Source: an optimization exercise on an open RTL-to-GDS flow (aim: small area and a short achievable clock period). Production flows keep margins and buffers that such runs may drop. At most, simulation tests tie the RTL to the original design; equivalence was not proved. Power and IR drop assume default switching activity.

==> flow/design.v <==
module yuv422_to_rgb
(
    input       wire        clk     ,
    input       wire        cke     ,
    input       wire        yuv_hs  ,
    input       wire        yuv_vs  ,
    input       wire        yuv_de  ,
    input       wire [9 :0] yuv_y   ,
    input       wire [9 :0] yuv_c   ,
    output      wire        rgb_hs  ,
    output      wire        rgb_vs  ,
    output      wire        rgb_de  ,
    output      wire [23:0] rgb_dat
);
wire [7:0] y8 = yuv_y[9:2];
wire [7:0] c8 = yuv_c[9:2];
wire [7:0] y_cl = (y8[7:4] == 4'd0) ? 8'd16 : (y8 > 8'd235) ? 8'd235 : y8;
wire [7:0] c_cl = (c8[7:4] == 4'd0) ? 8'd16 : (c8[7:4] == 4'd15) ? 8'd239 : c8;
reg  [2:0] sy1, sy2, sy3, sy4, sy5, sy6;        
reg  [7:0] y1, c1;                               
reg  [7:0] y2, cbuf;  reg cr;                    
reg  [7:0] y3, p_u, p_v;  reg [12:0] p_25u;      
reg  [6:0] t_l;  reg t_c;  reg [8:0] t_h;        
reg  [9:0] p_l;  reg p_c;  reg [7:0] p_h;
reg  [5:0] m_l;  reg m_c;  reg [6:0] m_h;
reg  [7:0] u4;
reg  [9:0] r_h, g_h, b_h;                        
reg  [2:0] r_c;  reg [3:0] g_c;  reg [1:0] b_c;
reg  [7:0] o_r, o_g, o_b;                        
wire [15:0] tyh;
assign tyh[0] = 16'h0000 >> y3[7:4];
assign tyh[1] = 16'h0000 >> y3[7:4];
assign tyh[2] = 16'h0000 >> y3[7:4];
assign tyh[3] = 16'h0000 >> y3[7:4];
assign tyh[4] = 16'haaaa >> y3[7:4];
assign tyh[5] = 16'hcccc >> y3[7:4];
assign tyh[6] = 16'h5a5a >> y3[7:4];
assign tyh[7] = 16'h936c >> y3[7:4];
assign tyh[8] = 16'hb6da >> y3[7:4];
assign tyh[9] = 16'hdb6c >> y3[7:4];
assign tyh[10] = 16'h1c70 >> y3[7:4];
assign tyh[11] = 16'hb52a >> y3[7:4];
assign tyh[12] = 16'h264c >> y3[7:4];
assign tyh[13] = 16'h3870 >> y3[7:4];
assign tyh[14] = 16'h3f80 >> y3[7:4];
assign tyh[15] = 16'hc000 >> y3[7:4];
wire [11:0] tyl;
assign tyl[0] = 16'haaaa >> y3[3:0];
assign tyl[1] = 16'hcccc >> y3[3:0];
assign tyl[2] = 16'h5a5a >> y3[3:0];
assign tyl[3] = 16'h936c >> y3[3:0];
assign tyl[4] = 16'hb6da >> y3[3:0];
assign tyl[5] = 16'hdb6c >> y3[3:0];
assign tyl[6] = 16'h1c70 >> y3[3:0];
assign tyl[7] = 16'hb52a >> y3[3:0];
assign tyl[8] = 16'h264c >> y3[3:0];
assign tyl[9] = 16'h3870 >> y3[3:0];
assign tyl[10] = 16'h3f80 >> y3[3:0];
assign tyl[11] = 16'hc000 >> y3[3:0];
wire [17:0] tph;
assign tph[0] = 16'h0000 >> p_v[7:4];
assign tph[1] = 16'h0000 >> p_v[7:4];
assign tph[2] = 16'h0000 >> p_v[7:4];
assign tph[3] = 16'h0000 >> p_v[7:4];
assign tph[4] = 16'h2aaa >> p_v[7:4];
assign tph[5] = 16'h4ccc >> p_v[7:4];
assign tph[6] = 16'h0f0f >> p_v[7:4];
assign tph[7] = 16'h0ff0 >> p_v[7:4];
assign tph[8] = 16'h5aaa >> p_v[7:4];
assign tph[9] = 16'h3999 >> p_v[7:4];
assign tph[10] = 16'h52d2 >> p_v[7:4];
assign tph[11] = 16'h631c >> p_v[7:4];
assign tph[12] = 16'h294a >> p_v[7:4];
assign tph[13] = 16'h18c6 >> p_v[7:4];
assign tph[14] = 16'h2d6b >> p_v[7:4];
assign tph[15] = 16'h318c >> p_v[7:4];
assign tph[16] = 16'h41f0 >> p_v[7:4];
assign tph[17] = 16'h7e00 >> p_v[7:4];
wire [13:0] tpl;
assign tpl[0] = 16'haaaa >> p_v[3:0];
assign tpl[1] = 16'hcccc >> p_v[3:0];
assign tpl[2] = 16'hf0f0 >> p_v[3:0];
assign tpl[3] = 16'hff00 >> p_v[3:0];
assign tpl[4] = 16'haaaa >> p_v[3:0];
assign tpl[5] = 16'h6666 >> p_v[3:0];
assign tpl[6] = 16'hb4b4 >> p_v[3:0];
assign tpl[7] = 16'hc738 >> p_v[3:0];
assign tpl[8] = 16'had6a >> p_v[3:0];
assign tpl[9] = 16'h9ce6 >> p_v[3:0];
assign tpl[10] = 16'hd6b4 >> p_v[3:0];
assign tpl[11] = 16'he738 >> p_v[3:0];
assign tpl[12] = 16'h07c0 >> p_v[3:0];
assign tpl[13] = 16'hf800 >> p_v[3:0];
wire [12:0] u25  = {cbuf, 4'b0000} + {cbuf, 3'b000} + cbuf;
wire [7:0]  t_lo = tyh[6:0] + tyl[6:0];
wire [8:0]  t_hi = tyh[15:7] + tyl[11:7];
wire [10:0] p_lo = tph[9:0] + tpl[9:0];
wire [7:0]  p_hi = tph[17:10] + tpl[13:10];
wire [6:0]  m_lo = p_v[5:0] + p_25u[5:0];
wire [6:0]  m_hi = p_v[7:6] + p_25u[12:6];
wire [11:0] r_lo = {t_l, 2'b00} + p_l + {p_c, t_c, 9'd0};
wire [9:0]  r_hi = t_h + {p_h, 1'b0};
wire [13:0] g_lo = {t_l, 3'b000} + {4'b0000, ~p_l} + {~m_l, 4'b0000}
                 + {t_c, 10'd0} + {~p_c, 10'd0} + {~m_c, 10'd0} + 14'd2129;
wire [9:0]  ga  = {1'b0, t_h};
wire [9:0]  gb  = {2'b00, ~p_h};
wire [9:0]  gm  = {3'b000, ~m_h};
wire [9:0]  gs1 = ga ^ gb ^ gm;
wire [9:0]  gc1 = {(ga[8:0] & gb[8:0]) | (ga[8:0] & gm[8:0]) | (gb[8:0] & gm[8:0]), 1'b0};
wire [9:0]  gk  = 10'd20;
wire [9:0]  gs2 = gs1 ^ gc1 ^ gk;
wire [9:0]  gc2 = {(gs1[8:0] & gc1[8:0]) | (gs1[8:0] & gk[8:0]) | (gc1[8:0] & gk[8:0]), 1'b0};
wire [9:0]  g_hi = gs2 + gc2;
wire [8:0]  b_lo = t_l + {1'b0, u4[7:2]} + {u4[5:0], 1'b0} + {t_c, 7'd0} + 7'd16;
wire [9:0]  b_hi = t_h + {u4, 1'b0} + u4[7:6] - 10'd21;
function [7:0] sat;
    input [9:0] z;
    sat = z[9] ? 8'd255 : (z[8] ? z[7:0] : 8'd0);
endfunction
always @(posedge clk) begin
    if (cke) begin
        sy1 <= {yuv_hs, yuv_vs, yuv_de};
        sy2 <= sy1; sy3 <= sy2; sy4 <= sy3; sy5 <= sy4; sy6 <= sy5;
        y1 <= y_cl;
        c1 <= c_cl;
        y2 <= y1;
        cr <= sy1[0] & ~cr;
        if (sy1[0] & ~cr) cbuf <= c1;
        y3 <= y2;
        if (sy1[0] & cr) begin
            p_u   <= cbuf;
            p_v   <= c1;
            p_25u <= u25;
        end
        t_l <= t_lo[6:0];  t_c <= t_lo[7];   t_h <= t_hi;
        p_l <= p_lo[9:0];  p_c <= p_lo[10];  p_h <= p_hi;
        m_l <= m_lo[5:0];  m_c <= m_lo[6];   m_h <= m_hi;
        u4  <= p_u;
        r_h <= r_hi;  r_c <= r_lo[11:9];
        g_h <= g_hi;  g_c <= g_lo[13:10];
        b_h <= b_hi;  b_c <= b_lo[8:7];
        o_r <= sat(r_h + r_c);
        o_g <= sat(g_h + g_c);
        o_b <= sat(b_h + b_c);
    end
end
assign {rgb_hs, rgb_vs, rgb_de} = sy6;
assign rgb_dat = {o_r, o_g, o_b};
endmodule
Settings: LEC_CHECK=0, ABC_AREA=1, CAP_MARGIN=20, CORE_MARGIN=2, CORE_UTILIZATION=40, SETUP_SLACK_MARGIN=1.8, SLEW_MARGIN=20; clock period 4.5 ns.
standard.sh (not shown) runs the stock make flow with config.mk's settings and CLKGATE_MAP_FILE= SYNTH_SCRIPT=/design/flow/synth_recipe.tcl, a recipe that flattens the netlist after the stock synthesis.
==> flow/flow/run.sh <==
#!/bin/bash
# Standard ORFS layout (the standard.sh) with changes that do not touch the design:
#  - ports are buffered with buf_1 instead of the default delay-cell choice
#  - CTS: no dummy load cells, chosen clock buffers and sink cluster size
set -o pipefail
export BUFFER_PORTS_ARGS="-buffer_cell sky130_fd_sc_hd__buf_1"
export CTS_ARGS="-sink_clustering_enable -repair_clock_nets -dont_use_dummy_load -buf_list sky130_fd_sc_hd__clkbuf_8 -sink_clustering_size 16 -sink_clustering_max_diameter 100"
bash standard.sh > standard.log 2>&1
Rerun with:
SETUP_SLACK_MARGIN = 2.0   (was 1.8)
What happened:
- The changed run completed with no timing, DRC or antenna violations
- die area stays the same
- design area rises by 3.5%
- routed wire length rises by 5.2%
- setup slack gains 120 ps
- clock skew falls by 5.5 ps
- clock power hardly moves
- synthesized cell count does not change
Rerun with:
SETUP_SLACK_MARGIN = 1.9   (was 2.0)
Die area is unchanged.
Routed wire length went down by 1.6%.
Area after synthesis is unchanged.
Total power went down by 2.7%.
Utilization went down by 0.87 points.
Cell area went down by 1.9%.
Count of clock-buffer cells in the layout stays the same.
Fmax went down by 1.5%.
Via count hardly moves.
Worst hold slack is about the same.
Critical path depth went up by 1.

---

Setup of the previous run:
Another version of the RTL of yuv422_to_rgb (not shown whole).
For scale: ~1300 cells after synthesis, roughly 52 I/O pins, about 0.013 mm2 of cells after synthesis.
// yuv422_to_rgb
module yuv422_to_rgb
(
    input       wire        clk     ,
    input       wire        cke     ,
    input       wire        yuv_hs  ,
    input       wire        yuv_vs  ,
    input       wire        yuv_de  ,
    input       wire [9 :0] yuv_y   ,
    input       wire [9 :0] yuv_c   ,
    output      wire        rgb_hs  ,
    output      wire        rgb_vs  ,
    output      wire        rgb_de  ,
    output      wire [23:0] rgb_dat
);
wire [7:0] y8 = yuv_y[9:2];
wire [7:0] c8 = yuv_c[9:2];
wire [7:0] y_cl = (y8[7:4] == 4'd0) ? 8'd16 : (y8 > 8'd235) ? 8'd235 : y8;
wire [7:0] c_cl = (c8[7:4] == 4'd0) ? 8'd16 : (c8[7:4] == 4'd15) ? 8'd239 : c8;
reg        cr;
reg  [7:0] y1, c1, s2_y, cbuf, s3_y, p_u, p_v;
reg [12:0] p_25u;      
reg  [6:0] t_l;  reg t_c;  reg [8:0] t_h;
reg  [9:0] p_l;  reg p_c;  reg [7:0] p_h;
reg  [5:0] m_l;  reg m_c;  reg [6:0] m_h;
reg  [7:0] s3_u;
reg  [9:0] r_h, g_h, b4_h;
reg  [2:0] r_c;  reg [3:0] g_c;  reg [1:0] b4_c;
reg  [7:0] s6_r, s6_g, s6_b;
reg  [2:0] sy1, sy2, sy3, sy4, sy5, sy6;
wire [15:0] tyh;
assign tyh[0] = 16'h0000 >> s3_y[7:4];
assign tyh[1] = 16'h0000 >> s3_y[7:4];
assign tyh[2] = 16'h0000 >> s3_y[7:4];
assign tyh[3] = 16'h0000 >> s3_y[7:4];
assign tyh[4] = 16'haaaa >> s3_y[7:4];
  ...
==> flow/config.mk <==
export PLATFORM = sky130hd
export DESIGN_NAME = yuv422_to_rgb
export DESIGN_NICKNAME = yuv422_to_rgb
export VERILOG_FILES = /design/flow/design.v
export SDC_FILE = /design/flow/constraint.sdc
export NUM_CORES = 4
export LEC_CHECK = 0
export ABC_AREA = 1
export CAP_MARGIN = 20
export CORE_MARGIN = 2
export CORE_UTILIZATION = 40
export SETUP_SLACK_MARGIN = 1.9
export SLEW_MARGIN = 20
==> flow/constraint.sdc <==
create_clock -name core_clock -period 4.5 [get_ports {clk}]
set_input_delay 0.9000 -clock core_clock [delete_from_list [all_inputs] [get_ports {clk}]]
set_output_delay 0.9000 -clock core_clock [all_outputs]
set_load 0.01 [all_outputs]
Scripts as last shown in full above: flow/flow/run.sh
The previous run completed; timing, DRC and antenna clean
Input-level comparison between the current run and the previous run:
-- flow/flow/run.sh --
<<< the previous run, line 3
#  - ports are buffered with buf_1 instead of the default delay-cell choice
>>> the current run, line 3
#  - ports are buffered with buf_2 instead of the default delay-cell choice
<<< the previous run, line 6
export BUFFER_PORTS_ARGS="-buffer_cell sky130_fd_sc_hd__buf_1"
>>> the current run, line 6
export BUFFER_PORTS_ARGS="-buffer_cell sky130_fd_sc_hd__buf_2"
Notes after the runs:
- In the flow results for the current run and the previous run, the sequential portion of the cell area is smaller on the current run.
- Compared with the previous run, total power in the current run increased slightly.
- Between the current run and the previous run, the routed length on met1 figures differ only marginally.
- Side by side, reported leakage power turned out higher in the current run than in the previous run.
- Between the current run and the previous run, the fmax is lower for the current run.
- On routing usage on met1, the current run tracks the previous run almost exactly.
- Between the current run and the previous run, fraction of power spent switching nets is lower for the current run, the previous run comes in above that.
Function was not checked in any run of this note: the RTL went through the layout flow alone.

---

## v26
Another version of the RTL of yuv422_to_rgb (not shown whole).
For scale: ~1,100 cells after synthesis, about 210 flip-flops, ~52 I/O pins, about 12,000 um2 of cells after synthesis.
clock: 4.5 ns
lec_check: 0
cap_margin: 20
core_margin: 2
core_utilization: 40
setup_slack_margin: 1.5
slew_margin: 20
run.sh (not shown) runs the stock make flow with config.mk's settings and CLKGATE_MAP_FILE= SYNTH_SCRIPT=/design/flow/synth_recipe.tcl, a recipe that flattens the netlist after the stock synthesis.
Stock flow here: none of the scripts above is used.
v26 reached the final stage; the timing, design-rule and antenna checks on its layout passed.
Here is what was changed in the inputs of v42 compared with v26.
==> flow/flow/run.sh (new file) <==
#!/bin/bash
# Standard ORFS layout (the standard.sh) with two changes:
#  - ports are buffered with buf_2 instead of the default delay-cell choice
#  - CTS inserts no dummy load cells
set -o pipefail
cp standard.sh standard_sh.txt
export BUFFER_PORTS_ARGS="-buffer_cell sky130_fd_sc_hd__buf_2"
export CTS_ARGS="-sink_clustering_enable -repair_clock_nets -dont_use_dummy_load"
bash standard.sh > standard.log 2>&1
==> flow/standard.sh (new file) <==
#!/bin/bash
# synth_recipe.tcl (not shown) runs the flow's synth.tcl, then flattens the netlist and writes it again
# the make line also repeats each setting of config.mk as NAME=value (left out here)
make -C /OpenROAD-flow-scripts/flow DESIGN_CONFIG=/design/flow/config.mk WORK_HOME=/design/flow/orfs CLKGATE_MAP_FILE= SYNTH_SCRIPT=/design/flow/synth_recipe.tcl "${@:-finish}"
removed: flow/run.sh
==> summary.txt <==
- Worst-case setup margin in the final layout across v26 and v42: no real change.
- v26 and v42 ended up with nearly the same final cycle utilization of the critical path.
- On number of DRC markers in iteration 0, v26 loses to v42.
- As far as reported combinational group power is concerned, v42 and v26 perform about the same.
Setup changes, v42 to v15
Settings: SETUP_SLACK_MARGIN changed from 1.5 to 1.9.
==> flow/run.sh (new file) <==
#!/bin/bash
# synth_recipe.tcl (not shown) runs the flow's synth.tcl, then flattens the netlist and writes it again
# the make line also repeats each setting of config.mk as NAME=value (left out here)
make -C /OpenROAD-flow-scripts/flow DESIGN_CONFIG=/design/flow/config.mk WORK_HOME=/design/flow/orfs CLKGATE_MAP_FILE= SYNTH_SCRIPT=/design/flow/synth_recipe.tcl finish
removed: flow/flow/run.sh
removed: flow/standard.sh
--- outcome ---
v15 ends up with higher share of power burned in combinational logic than v42 does.
Diff v42 -> v15 | clock network fraction of total power | increase of 2.1 points
v42 -> v15: via count increased by a few percent
When v15 is measured against v42, its post-route cell area turns out 13% higher.
The worst hold slack in v15 sits 0.0040 ns below the value recorded for v42.
v15 went all the way through synthesis, placement and routing and the layout is clean on timing, DRC and antenna.
When the final numbers for v42 and v15 were put side by side, the all-layer global routing usage turned out to be smaller in v42.
Diff v42 -> v15: worst setup slack fell 0.0051 ns, flip-flop and latch count now sits at about the same level, worst supply voltage drop on vdd went up, fraction of layout instances using a drive strength above 1 increased by 8.8 points relative to the old numbers, relative area of non-clock buffer cells in the final design higher.

---

Setup of red:
yuv422_to_rgb, a different RTL version from the one above (not shown whole).
Size in the first run: ~1,100 cells after synthesis, about 210 flip-flops, about 52 I/O pins, roughly 0.013 sq mm of cells after synthesis.
clock: 4.5 ns
lec_check: 0
cap_margin: 20
core_margin: 2
core_utilization: 40
setup_slack_margin: 1.0
slew_margin: 20
Stock flow here: none of the scripts above is used.
red has completed all stages; timing, DRC and antenna checks passed.
diff inputs: red => blue
- SETUP_SLACK_MARGIN now 1.5, was 1.0
## What came out
- red vs blue, critical-path cell with the highest stage delay: edfxtp_1 vs fa_1
- From red to blue the numbers moved as follows: first-pass iteration count of the detailed router increased by 1 relative to the old numbers; wire length of the first global-routing pass climbed 120 um.
- Relative to red, final cell count increased by 3.0% in blue.
Function was not checked in any run of this note: the RTL went through the layout flow alone.

## port drivers added, routing unchanged
How much do the figures lean on ideal ports? The routed layouts below were timed once more, with nothing changed but the port constraints. Step 1 (the two cells are an assumption about what drives the block):
set clk [get_ports {clk}]
set_driving_cell -lib_cell sky130_fd_sc_hd__clkbuf_16 $clk
set_driving_cell -lib_cell sky130_fd_sc_hd__buf_2 [delete_from_list [all_inputs] $clk]
Step 2 adds t to the input delays and takes it off the output delays; t is the mean of the earliest and latest rising clock arrival at the registers after step 1. Input paths then give back, and output paths get back, about the clock's delay inside the block. a / b / c = no drivers / after step 1 / after step 2; a / b = the first two.
run	t (ns)	setup WS [ns]	hold slack, ns	worst data-port slew with drivers (ns)	cell pins on the clock port's net
the first run of note 1	0.554	1.911 / 1.911 / 1.911	0.397 / 0.397 / 0.397	0.03	1
the second run of note 1	0.554	2.034 / 2.034 / 2.034	0.394 / 0.394 / 0.394	0.03	1
the third run of note 1	0.553	1.997 / 1.997 / 1.997	0.397 / 0.397 / 0.397	0.03	1
the previous run	0.548	1.991 / 1.991 / 1.963	0.422 / 0.422 / 0.422	0.04	1
the current run	0.542	1.959 / 1.959 / 1.959	0.418 / 0.418 / 0.418	0.04	1
v26	0.554	1.506 / 1.506 / 1.506	0.414 / 0.414 / 0.414	0.04	1
v42	0.542	1.509 / 1.509 / 1.509	0.412 / 0.412 / 0.412	0.04	1
v15	0.554	1.504 / 1.504 / 1.504	0.408 / 0.408 / 0.408	0.04	1
red	0.564	1.135 / 1.135 / 1.135	0.416 / 0.416 / 0.416	0.04	1
blue	0.545	1.152 / 1.152 / 1.152	0.412 / 0.412 / 0.412	0.04	1
After both steps every run listed still meets setup and hold. For the previous run, which loses most, drivers alone change the setup slack by 0.000 ns; drivers and shift together by -0.028 ns.
